Context: an optimization exercise on an open-source flow, tuned for small area, a short achievable clock period and few clock cycles. The choices shown serve that exercise and are no tape-out recipe.
At most, simulation tests tie the RTL to the original design; equivalence was not proved.
Power and IR drop assume default switching activity.

==> 02-04: inputs <==
==> flow/design.v <==
`timescale 1ns / 1ps
module ALU(input [31:0]A, Bx,
			input sub,
			input [6:0]sel,
			output [31:0]Y,
			output Z);
	wire [31:0]s;
	wire co;
	PrefixAdd #(32, 5) add(.A(A), .B(Bx), .CI(sub), .S(s), .CO(co));
	wire [31:0]x = A ^ Bx;
	wire [31:0]o = A | Bx;
	wire lt = (A[31] ^ ~Bx[31]) ? A[31] : s[31];
	wire ltu = ~co;
	assign Z = (x == 32'h0);
	assign Y = ({32{sel[0]}} & s) |
	           ({32{sel[1]}} & (A & Bx)) |
	           ({32{sel[2]}} & o) |
	           ({32{sel[3]}} & x) |
	           ({32{sel[4]}} & ~o) |
	           {31'h0, (sel[5] & lt) | (sel[6] & ltu)};
endmodule
`timescale 1ns / 1ps
module PrefixAdd #(parameter N = 32, parameter L = 5) (input [N-1:0]A, B, input CI, output [N-1:0]S, output CO);
	wire [N-1:0]g0 = A & B;
	wire [N-1:0]p0 = A ^ B;
	genvar k, i;
	generate
		for (k = 0; k <= L; k = k + 1) begin : lvl
			wire [N-1:0]g, p;
			if (k == 0) begin : first
				assign g = {g0[N-1:1], g0[0] | (p0[0] & CI)};
				assign p = p0;
			end else begin : next
				for (i = 0; i < N; i = i + 1) begin : bt
					if ((i >> (k-1)) & 1) begin : cmb
						assign g[i] = lvl[k-1].g[i] | (lvl[k-1].p[i] & lvl[k-1].g[((i>>(k-1))<<(k-1))-1]);
						assign p[i] = lvl[k-1].p[i] & lvl[k-1].p[((i>>(k-1))<<(k-1))-1];
					end else begin : pas
						assign g[i] = lvl[k-1].g[i];
						assign p[i] = lvl[k-1].p[i];
					end
				end
			end
		end
	endgenerate
	assign S = p0 ^ {lvl[L].g[N-2:0], CI};
	assign CO = lvl[L].g[N-1];
endmodule
`timescale 1ns / 1ps
module RegisterFile_PipeLine(ReadReg1, ReadReg2, WriteReg, RegWrite, WriteData, clk, ReadData1, ReadData2);
	input [4:0]ReadReg1, ReadReg2, WriteReg;
	input clk, RegWrite;
	input [31:0]WriteData;
	output reg [31:0]ReadData1, ReadData2;
	reg [31:0]regfile[31:1];
	integer i;
	always @(*) begin
		ReadData1 = 32'h0;
		ReadData2 = 32'h0;
		for (i = 1; i < 32; i = i + 1) begin
			ReadData1 = ReadData1 | ({32{ReadReg1 == i}} & regfile[i]);
			ReadData2 = ReadData2 | ({32{ReadReg2 == i}} & regfile[i]);
		end
	end
	always @(posedge clk)
		if(RegWrite && WriteReg != 5'h00)
			regfile[WriteReg] <= WriteData;
endmodule
`timescale 1ns / 1ps
module Main_PipeLine(clk, reset, imem_addr, imem_rdata, dmem_addr, dmem_wdata, dmem_we, dmem_rdata);
	input clk, reset;
	output [31:0]imem_addr;
	input [31:0]imem_rdata;
	output [31:0]dmem_addr, dmem_wdata;
	output dmem_we;
	input [31:0]dmem_rdata;
	reg [9:0]pc;
	reg [31:0]a_e, b_e;
	reg sub_e;
	reg [6:0]sel_e;
	reg [4:0]dest_e;
	reg rw_e, mw_e, mr_e, br_e, bne_e, pt_e;
	reg [9:0]alt_e;
	reg [9:0]maddr_e;
	wire [31:0]aluy;
	wire eq;
	ALU alu(.A(a_e), .Bx(b_e), .sub(sub_e), .sel(sel_e), .Y(aluy), .Z(eq));
	assign dmem_addr = {20'h0, maddr_e, 2'b00};
	assign dmem_wdata = b_e;
	assign dmem_we = mw_e;
	wire [31:0]wb = mr_e ? dmem_rdata : aluy;
	wire mis = br_e & (eq ^ bne_e ^ pt_e);
	wire [31:0]ins = imem_rdata;
	wire [5:0]op = ins[31:26];
	wire [4:0]rs = ins[25:21];
	wire [4:0]rt = ins[20:16];
	wire [4:0]rd = ins[15:11];
	wire [5:0]fn = ins[5:0];
	wire rtype = (op == 6'd0);
	wire ialu = (op[5:3] == 3'b001);
	wire lw = (op == 6'd35);
	wire sw = (op == 6'd43);
	wire isbr = (op[5:1] == 5'b00010);
	wire [31:0]rf1, rf2;
	RegisterFile_PipeLine regfile(.ReadReg1(rs), .ReadReg2(rt), .WriteReg(dest_e), .RegWrite(rw_e),
		.WriteData(wb), .clk(clk), .ReadData1(rf1), .ReadData2(rf2));
	wire fa = rw_e && (dest_e == rs);
	wire fb = rw_e && (dest_e == rt);
	wire [31:0]ra = fa ? wb : rf1;
	wire [31:0]rb = fb ? wb : rf2;
	wire [11:0]maddr_d;
	wire maddr_co;
	PrefixAdd #(12, 4) agu(.A(rf1[11:0]), .B(ins[11:0]), .CI(1'b0), .S(maddr_d), .CO(maddr_co));
	wire stall = (lw || sw) && fa && ~mis;
	wire rw_d = (rtype && fn != 6'd0) || ialu || lw;
	wire [4:0]dest_d = rtype ? rd : rt;
	wire [6:0]sel_d;
	wire sub_d;
	wire [3:0]code = rtype ? fn[3:0] :
	                 ialu ? (op[2] ? {2'b01, op[1:0]} : (op[1] ? {3'b101, op[0]} : 4'b0000)) : 4'b0000;
	assign sel_d[0] = (code[3:2] == 2'b00);
	assign sel_d[1] = (code == 4'b0100);
	assign sel_d[2] = (code == 4'b0101);
	assign sel_d[3] = (code == 4'b0110);
	assign sel_d[4] = (code == 4'b0111);
	assign sel_d[5] = (code == 4'b1010);
	assign sel_d[6] = (code == 4'b1011);
	assign sub_d = (code[3:1] == 3'b001) || code[3];
	wire sx_d = ~(ialu && op[2]);
	wire alusrc_d = ~rtype && ~isbr && ~sw;
	wire [31:0]imm_d = {{16{sx_d & ins[15]}}, ins[15:0]};
	wire [31:0]bx_d = (alusrc_d ? imm_d : rb) ^ {32{sub_d}};
	wire [9:0]pc1 = pc + 10'd1;
	wire [9:0]tgt = pc1 + ins[9:0];
	wire same = (rs == rt);
	wire pt_d = isbr && (same ? ~op[0] : (op[0] | ins[15]));
	wire [9:0]npc = mis ? alt_e : (stall ? pc : (pt_d ? tgt : pc1));
	assign imem_addr = {20'h0, pc, 2'b00};
	always @(posedge clk) begin
		a_e <= ra;
		b_e <= bx_d;
		sub_e <= sub_d;
		sel_e <= sel_d;
		dest_e <= dest_d;
		bne_e <= op[0];
		pt_e <= pt_d;
		alt_e <= pt_d ? pc1 : tgt;
		maddr_e <= maddr_d[11:2];
		if (reset) begin
			pc <= 10'h0;
			rw_e <= 1'b0;
			mw_e <= 1'b0;
			mr_e <= 1'b0;
			br_e <= 1'b0;
		end else begin
			pc <= npc;
			rw_e <= ~mis && ~stall && rw_d && (dest_d != 5'h0);
			mw_e <= ~mis && ~stall && sw;
			mr_e <= lw;
			br_e <= ~mis && isbr;
		end
	end
endmodule
==> flow/run.sh <==
#!/bin/bash
# synth_recipe.tcl (not shown) runs the flow's synth.tcl, then flattens the netlist and writes it again
# the make line also repeats each setting of config.mk as NAME=value (left out here)
make -C /OpenROAD-flow-scripts/flow DESIGN_CONFIG=/design/flow/config.mk WORK_HOME=/design/flow/orfs CLKGATE_MAP_FILE= SYNTH_SCRIPT=/design/flow/synth_recipe.tcl finish
==> flow/config.mk <==
export PLATFORM = sky130hd
export DESIGN_NAME = Main_PipeLine
export DESIGN_NICKNAME = Main_PipeLine
export VERILOG_FILES = /design/flow/design.v
export SDC_FILE = /design/flow/constraint.sdc
export NUM_CORES = 4
export LEC_CHECK = 0
export CAP_MARGIN = 20
export CORE_MARGIN = 2
export CORE_UTILIZATION = 30
export PLACE_DENSITY = 0.5
export SETUP_SLACK_MARGIN = 2.5
export SLEW_MARGIN = 20
==> flow/constraint.sdc <==
create_clock -name core_clock -period 6.8 [get_ports {clk}]
set_input_delay 1.3600 -clock core_clock [delete_from_list [all_inputs] [get_ports {clk}]]
set_output_delay 1.3600 -clock core_clock [all_outputs]
set_load 0.01 [all_outputs]
==> 12-15: changes against 02-04 <==
==> flow/design.v (replaced) <==
`timescale 1ns / 1ps
module ALU(input [31:0]A, B,
			input sub,
			input [6:0]sel,
			output [31:0]Y,
			output Z);
	wire [31:0]bx = B ^ {32{sub}};
	wire [32:0]s = {1'b0, A} + {1'b0, bx} + {32'h0, sub};
	wire [31:0]x = A ^ B;
	wire [31:0]o = A | B;
	wire lt = (A[31] ^ B[31]) ? A[31] : s[31];
	wire ltu = ~s[32];
	assign Z = (x == 32'h0);
	assign Y = ({32{sel[0]}} & s[31:0]) |
	           ({32{sel[1]}} & (A & B)) |
	           ({32{sel[2]}} & o) |
	           ({32{sel[3]}} & x) |
	           ({32{sel[4]}} & ~o) |
	           {31'h0, (sel[5] & lt) | (sel[6] & ltu)};
endmodule
`timescale 1ns / 1ps
module RegisterFile_PipeLine(ReadReg1, ReadReg2, WriteReg, RegWrite, WriteData, clk, ReadData1, ReadData2);
	input [4:0]ReadReg1, ReadReg2, WriteReg;
	input clk, RegWrite;
	input [31:0]WriteData;
	output reg [31:0]ReadData1, ReadData2;
	reg [31:0]regfile[31:1];
	integer i;
	always @(*) begin
		ReadData1 = 32'h0;
		ReadData2 = 32'h0;
		for (i = 1; i < 32; i = i + 1) begin
			ReadData1 = ReadData1 | ({32{ReadReg1 == i}} & regfile[i]);
			ReadData2 = ReadData2 | ({32{ReadReg2 == i}} & regfile[i]);
		end
	end
	always @(posedge clk)
		if(RegWrite && WriteReg != 5'h00)
			regfile[WriteReg] <= WriteData;
endmodule
`timescale 1ns / 1ps
module Main_PipeLine(clk, reset, imem_addr, imem_rdata, dmem_addr, dmem_wdata, dmem_we, dmem_rdata);
	input clk, reset;
	output [31:0]imem_addr;
	input [31:0]imem_rdata;
	output [31:0]dmem_addr, dmem_wdata;
	output dmem_we;
	input [31:0]dmem_rdata;
	reg [9:0]pc;
	reg [31:0]a_e, b_e;
	reg [15:0]imm_e;
	reg sx_e, alusrc_e, sub_e;
	reg [6:0]sel_e;
	reg [4:0]dest_e;
	reg rw_e, mw_e, mr_e, br_e, bne_e, pt_e;
	reg [9:0]alt_e;
	wire [31:0]srcb = alusrc_e ? {{16{sx_e & imm_e[15]}}, imm_e} : b_e;
	wire [31:0]aluy;
	wire eq;
	ALU alu(.A(a_e), .B(srcb), .sub(sub_e), .sel(sel_e), .Y(aluy), .Z(eq));
	wire [11:0]maddr = a_e[11:0] + imm_e[11:0];
	assign dmem_addr = {20'h0, maddr};
	assign dmem_wdata = b_e;
	assign dmem_we = mw_e;
	wire [31:0]wb = mr_e ? dmem_rdata : aluy;
	wire mis = br_e & (eq ^ bne_e ^ pt_e);
	wire [31:0]ins = imem_rdata;
	wire [5:0]op = ins[31:26];
	wire [4:0]rs = ins[25:21];
	wire [4:0]rt = ins[20:16];
	wire [4:0]rd = ins[15:11];
	wire [5:0]fn = ins[5:0];
	wire rtype = (op == 6'd0);
	wire ialu = (op[5:3] == 3'b001);
	wire lw = (op == 6'd35);
	wire sw = (op == 6'd43);
	wire isbr = (op[5:1] == 5'b00010);
	wire [31:0]rf1, rf2;
	RegisterFile_PipeLine regfile(.ReadReg1(rs), .ReadReg2(rt), .WriteReg(dest_e), .RegWrite(rw_e),
		.WriteData(wb), .clk(clk), .ReadData1(rf1), .ReadData2(rf2));
	wire fa = rw_e && (dest_e == rs);
	wire fb = rw_e && (dest_e == rt);
	wire [31:0]ra = fa ? wb : rf1;
	wire [31:0]rb = fb ? wb : rf2;
	wire rw_d = (rtype && fn != 6'd0) || ialu || lw;
	wire [4:0]dest_d = rtype ? rd : rt;
	wire [6:0]sel_d;
	wire sub_d;
	wire [3:0]code = rtype ? fn[3:0] :
	                 ialu ? (op[2] ? {2'b01, op[1:0]} : (op[1] ? {3'b101, op[0]} : 4'b0000)) : 4'b0000;
	assign sel_d[0] = (code[3:2] == 2'b00);
	assign sel_d[1] = (code == 4'b0100);
	assign sel_d[2] = (code == 4'b0101);
	assign sel_d[3] = (code == 4'b0110);
	assign sel_d[4] = (code == 4'b0111);
	assign sel_d[5] = (code == 4'b1010);
	assign sel_d[6] = (code == 4'b1011);
	assign sub_d = (code[3:1] == 3'b001) || code[3];
	wire sx_d = ~(ialu && op[2]);
	wire [9:0]pc1 = pc + 10'd1;
	wire [9:0]tgt = pc1 + ins[9:0];
	wire same = (rs == rt);
	wire pt_d = isbr && (same ? ~op[0] : ins[15]);
	wire [9:0]npc = mis ? alt_e : (pt_d ? tgt : pc1);
	assign imem_addr = {20'h0, pc, 2'b00};
	always @(posedge clk) begin
		a_e <= ra;
		b_e <= rb;
		imm_e <= ins[15:0];
		sx_e <= sx_d;
		alusrc_e <= ~rtype && ~isbr;
		sub_e <= sub_d;
		sel_e <= sel_d;
		dest_e <= dest_d;
		bne_e <= op[0];
		pt_e <= pt_d;
		alt_e <= pt_d ? pc1 : tgt;
		if (reset) begin
			pc <= 10'h0;
			rw_e <= 1'b0;
			mw_e <= 1'b0;
			mr_e <= 1'b0;
			br_e <= 1'b0;
		end else begin
			pc <= npc;
			rw_e <= ~mis && rw_d && (dest_d != 5'h0);
			mw_e <= ~mis && sw;
			mr_e <= lw;
			br_e <= ~mis && isbr;
		end
	end
endmodule
--- a/flow/config.mk
+++ b/flow/config.mk
@@ -7,7 +7,6 @@
 export LEC_CHECK = 0
 export CAP_MARGIN = 20
 export CORE_MARGIN = 2
-export CORE_UTILIZATION = 30
-export PLACE_DENSITY = 0.5
-export SETUP_SLACK_MARGIN = 2.5
+export CORE_UTILIZATION = 40
+export PLACE_DENSITY = 0.6
 export SLEW_MARGIN = 20
==> 04-12: changes against 02-04 <==
==> flow/design.v (replaced) <==
`timescale 1ns / 1ps
module ALU(input [31:0]A, Bx,
			input sub,
			input [6:0]sel,
			output [31:0]Y,
			output Z);
	wire [31:0]s;
	wire co, s0, c16, hs0, hs1;
	wire [15:0]h0, h1;
	wire co0, co1;
	assign {c16, s[15:0], s0} = {1'b0, A[15:0], 1'b1} + {1'b0, Bx[15:0], sub};
	assign {co0, h0} = {1'b0, A[31:16]} + {1'b0, Bx[31:16]};
	assign {co1, h1, hs1} = {1'b0, A[31:16], 1'b1} + {1'b0, Bx[31:16], 1'b1};
	assign s[31:16] = c16 ? h1 : h0;
	assign co = c16 ? co1 : co0;
	wire [31:0]x = A ^ Bx;
	wire [31:0]o = A | Bx;
	wire lt = (A[31] ^ ~Bx[31]) ? A[31] : s[31];
	wire ltu = ~co;
	assign Z = (x == 32'h0);
	assign Y = ({32{sel[0]}} & s) |
	           ({32{sel[1]}} & (A & Bx)) |
	           ({32{sel[2]}} & o) |
	           ({32{sel[3]}} & x) |
	           ({32{sel[4]}} & ~o) |
	           {31'h0, (sel[5] & lt) | (sel[6] & ltu)};
endmodule
`timescale 1ns / 1ps
module RegisterFile_PipeLine(ReadHi1, ReadLo1, ReadHi2, ReadLo2, WriteReg, RegWrite, WriteData, clk, ReadData1, ReadData2);
	input [3:0]ReadHi1, ReadHi2;
	input [7:0]ReadLo1, ReadLo2;
	input [4:0]WriteReg;
	input clk, RegWrite;
	input [31:0]WriteData;
	output reg [31:0]ReadData1, ReadData2;
	reg [31:0]regfile[31:1];
	integer i;
	always @(*) begin
		ReadData1 = 32'h0;
		ReadData2 = 32'h0;
		for (i = 1; i < 32; i = i + 1) begin
			ReadData1 = ReadData1 | ({32{ReadHi1[i / 8] & ReadLo1[i % 8]}} & regfile[i]);
			ReadData2 = ReadData2 | ({32{ReadHi2[i / 8] & ReadLo2[i % 8]}} & regfile[i]);
		end
	end
	always @(posedge clk)
		if(RegWrite && WriteReg != 5'h00)
			regfile[WriteReg] <= WriteData;
endmodule
`timescale 1ns / 1ps
module Main_PipeLine(clk, reset, imem_addr, imem_rdata, dmem_addr, dmem_wdata, dmem_we, dmem_rdata);
	input clk, reset;
	output [31:0]imem_addr;
	input [31:0]imem_rdata;
	output [31:0]dmem_addr, dmem_wdata;
	output dmem_we;
	input [31:0]dmem_rdata;
	reg [9:0]pc;
	reg v_d;
	reg [31:0]ins_d;
	reg [9:0]pc_d, alt_d;
	reg pt_d;
	reg [3:0]rshi_d, rthi_d;
	reg [7:0]rslo_d, rtlo_d;
	reg [31:0]a_e, b_e;
	reg sub_e;
	reg [6:0]sel_e;
	reg [4:0]dest_e;
	reg rw_e, mw_e, mr_e, br_e, bne_e, pt_e;
	reg [9:0]alt_e;
	reg [9:0]maddr_e;
	wire [31:0]aluy;
	wire eq;
	ALU alu(.A(a_e), .Bx(b_e), .sub(sub_e), .sel(sel_e), .Y(aluy), .Z(eq));
	assign dmem_addr = {20'h0, maddr_e, 2'b00};
	assign dmem_wdata = b_e;
	assign dmem_we = mw_e;
	wire [31:0]wb = aluy | ({32{mr_e}} & dmem_rdata);
	wire mis = br_e & (eq ^ bne_e ^ pt_e);
	wire [5:0]op = ins_d[31:26];
	wire [4:0]rs = ins_d[25:21];
	wire [4:0]rt = ins_d[20:16];
	wire [4:0]rd = ins_d[15:11];
	wire [5:0]fn = ins_d[5:0];
	wire rtype = (op == 6'd0);
	wire ialu = (op[5:3] == 3'b001);
	wire lw = (op == 6'd35);
	wire sw = (op == 6'd43);
	wire isbr = (op[5:1] == 5'b00010);
	wire [31:0]rf1, rf2;
	RegisterFile_PipeLine regfile(.ReadHi1(rshi_d), .ReadLo1(rslo_d), .ReadHi2(rthi_d), .ReadLo2(rtlo_d), .WriteReg(dest_e), .RegWrite(rw_e),
		.WriteData(wb), .clk(clk), .ReadData1(rf1), .ReadData2(rf2));
	wire fa = rw_e && (dest_e == rs);
	wire fb = rw_e && (dest_e == rt);
	wire [31:0]ra = fa ? wb : rf1;
	wire [31:0]rb = fb ? wb : rf2;
	wire [11:0]maddr_d;
	assign maddr_d = rf1[11:0] + ins_d[11:0];
	wire stall = v_d && (lw || sw) && fa && ~mis;
	wire rw_d = (rtype && fn != 6'd0) || ialu || lw;
	wire [4:0]dest_d = rtype ? rd : rt;
	wire [6:0]sel_d;
	wire [3:0]code = rtype ? fn[3:0] :
	                 ialu ? (op[2] ? {2'b01, op[1:0]} : (op[1] ? {3'b101, op[0]} : 4'b0000)) :
	                 lw ? 4'b1111 : 4'b0000;
	assign sel_d[0] = (code[3:2] == 2'b00);
	assign sel_d[1] = (code == 4'b0100);
	assign sel_d[2] = (code == 4'b0101);
	assign sel_d[3] = (code == 4'b0110);
	assign sel_d[4] = (code == 4'b0111);
	assign sel_d[5] = (code == 4'b1010);
	assign sel_d[6] = (code == 4'b1011);
	wire sub_d = (code[3:1] == 3'b001) || code[3];
	wire sx_d = ~(ialu && op[2]);
	wire alusrc_d = ~rtype && ~isbr && ~sw;
	wire [31:0]imm_d = {{16{sx_d & ins_d[15]}}, ins_d[15:0]};
	wire [31:0]bx_d = (alusrc_d ? imm_d : rb) ^ {32{sub_d}};
	wire [31:0]ins = imem_rdata;
	wire isbr_f = (ins[31:27] == 5'b00010);
	wire [9:0]pc1 = pc + 10'd1;
	wire [9:0]tgt = pc1 + ins[9:0];
	wire pt_f = isbr_f && ((ins[25:21] == ins[20:16]) ? ~ins[26] : (ins[26] | ins[15]));
	wire [9:0]npc = mis ? alt_e : (stall ? pc_d : (pt_f ? tgt : pc1));
	assign imem_addr = {20'h0, pc, 2'b00};
	always @(posedge clk) begin
		ins_d <= ins;
		rshi_d <= 4'b0001 << ins[25:24];
		rslo_d <= 8'b00000001 << ins[23:21];
		rthi_d <= 4'b0001 << ins[20:19];
		rtlo_d <= 8'b00000001 << ins[18:16];
		pc_d <= pc;
		pt_d <= pt_f;
		alt_d <= pt_f ? pc1 : tgt;
		a_e <= ra;
		b_e <= bx_d;
		sub_e <= sub_d;
		sel_e <= sel_d;
		dest_e <= dest_d;
		bne_e <= op[0];
		pt_e <= pt_d;
		alt_e <= alt_d;
		maddr_e <= maddr_d[11:2];
		if (reset) begin
			pc <= 10'h0;
			v_d <= 1'b0;
			rw_e <= 1'b0;
			mw_e <= 1'b0;
			mr_e <= 1'b0;
			br_e <= 1'b0;
		end else begin
			pc <= npc;
			v_d <= ~mis && ~stall;
			rw_e <= v_d && ~mis && ~stall && rw_d && (dest_d != 5'h0);
			mw_e <= v_d && ~mis && ~stall && sw;
			mr_e <= lw;
			br_e <= v_d && ~mis && isbr;
		end
	end
endmodule
--- a/flow/config.mk
+++ b/flow/config.mk
@@ -8,6 +8,9 @@
 export CAP_MARGIN = 20
 export CORE_MARGIN = 2
 export CORE_UTILIZATION = 30
-export PLACE_DENSITY = 0.5
-export SETUP_SLACK_MARGIN = 2.5
+export CTS_CLUSTER_DIAMETER = 60
+export CTS_CLUSTER_SIZE = 30
+export PLACE_DENSITY = 0.65
+export SETUP_SLACK_MARGIN = 3.5
 export SLEW_MARGIN = 20
+export TNS_END_PERCENT = 5
==> results.txt <==
- 04-12 completed without violations. 02-04 completed with no timing, DRC or antenna violations. 12-15 went through all stages and came out clean.
- Fmax, highest first: 04-12, 02-04, 12-15.
- Of 12-15 and 04-12, 04-12 has the higher final cell count (gap about 9%, measured against 04-12).
- Against 12-15, the design area of 04-12 is higher by 5.1%.
- Power: 12-15 is lower than 04-12 (about 3.4%).
- The lowest sequential cell count belongs to 02-04, the highest to 04-12.
- Between 04-12 and 02-04, the lower sequential power is in 02-04 (gap 4.7%, measured against 02-04).
- The lowest worst hold slack belongs to 04-12, the highest to 12-15.
- First-iteration DRC count: 04-12 is larger than 12-15 (9.7%).
- In 12-15 the core utilization is higher than in 02-04, by 10 points.
==> figures <==
quantity	12-15	02-04	04-12
Run status	finished clean	finished clean	finished clean
Part of the Yosys area used for sequential elements	63.3%	63.4%	64.7%
TritonCTS Sinks	1113	1105	1183
Filler Cells Inserted	11050	15934	16149
Vias after detailed routing	43494	44266	44830
Total Power	17.7 mW	18.4 mW	18.3 mW
Number of distinct library cells after synthesis	71	96	78
Data-path buffer share of cell area in the final layout	4.82%	7.32%	6.22%
Launch point of the worst hold path	alt_e[2]	alt_e[2]	alt_d[6]
Arrival time at the worst endpoint	5.68 ns	4.99 ns	4.18 ns
Number of placed instances with taps included	5695	6242	6135
Number of iterations in the first detailed-routing pass	17	14	14
Count of clock buffers in the final design	131	140	89
Number of nets in the layout	4345	4463	4217
Detailed Route Iter0 Violations	11178	9424	12264
Via/cell ratio	7.36	6.70	6.94
Number of antenna violations at the first check in global routing	11	17	24
Area fraction of the dominant cell type after synthesis	58.5%	58.9%	57.4%
Clock edge transition at the registers on the reported setup and hold paths	0.06 ns	0.06 ns	0.10 ns
Final Worst Setup Slack	1.45 ns	2.47 ns	3.23 ns
Testbench counts of 02-04, summed over its fixed seeds: cycles 35,141.
Testbench counts of 04-12, summed over its fixed seeds: cycles 36,150.
The RTL of 12-15 was laid out without a check of its function.

-- afterwards: timing with drivers on the ports --
In the flow no input, the clock included, has a driving cell. The finished layouts below were timed again as built, in two steps.
Step 1, drivers: a clkbuf_16 drives clk and a buf_2 each remaining input, both assumed.
Step 2 also shifts input and output timing later by t, the mid clock arrival at the registers, as if the neighbouring blocks saw the same clock.
Slacks: no drivers / after step 1 / after step 2; pairs: no drivers / after step 1.
run | t (ns) | slack for setup (ns) | worst setup path after step 2 | worst data-port slew with drivers (ns) | pins driven straight from the clock port
02-04 | 0.859 | 2.468 / 2.474 / 1.615 | input to register | 0.16 | 1
12-15 | 0.822 | 1.451 / 1.388 / 1.143 | input to register | 0.08 | 1
04-12 | 0.790 | 3.229 / 3.229 / 2.858 | input to register | 0.07 | 1
After both steps setup and hold are still met in every run listed. For 02-04, which loses most, drivers alone change the setup slack by +0.006 ns; drivers and shift together by -0.853 ns.
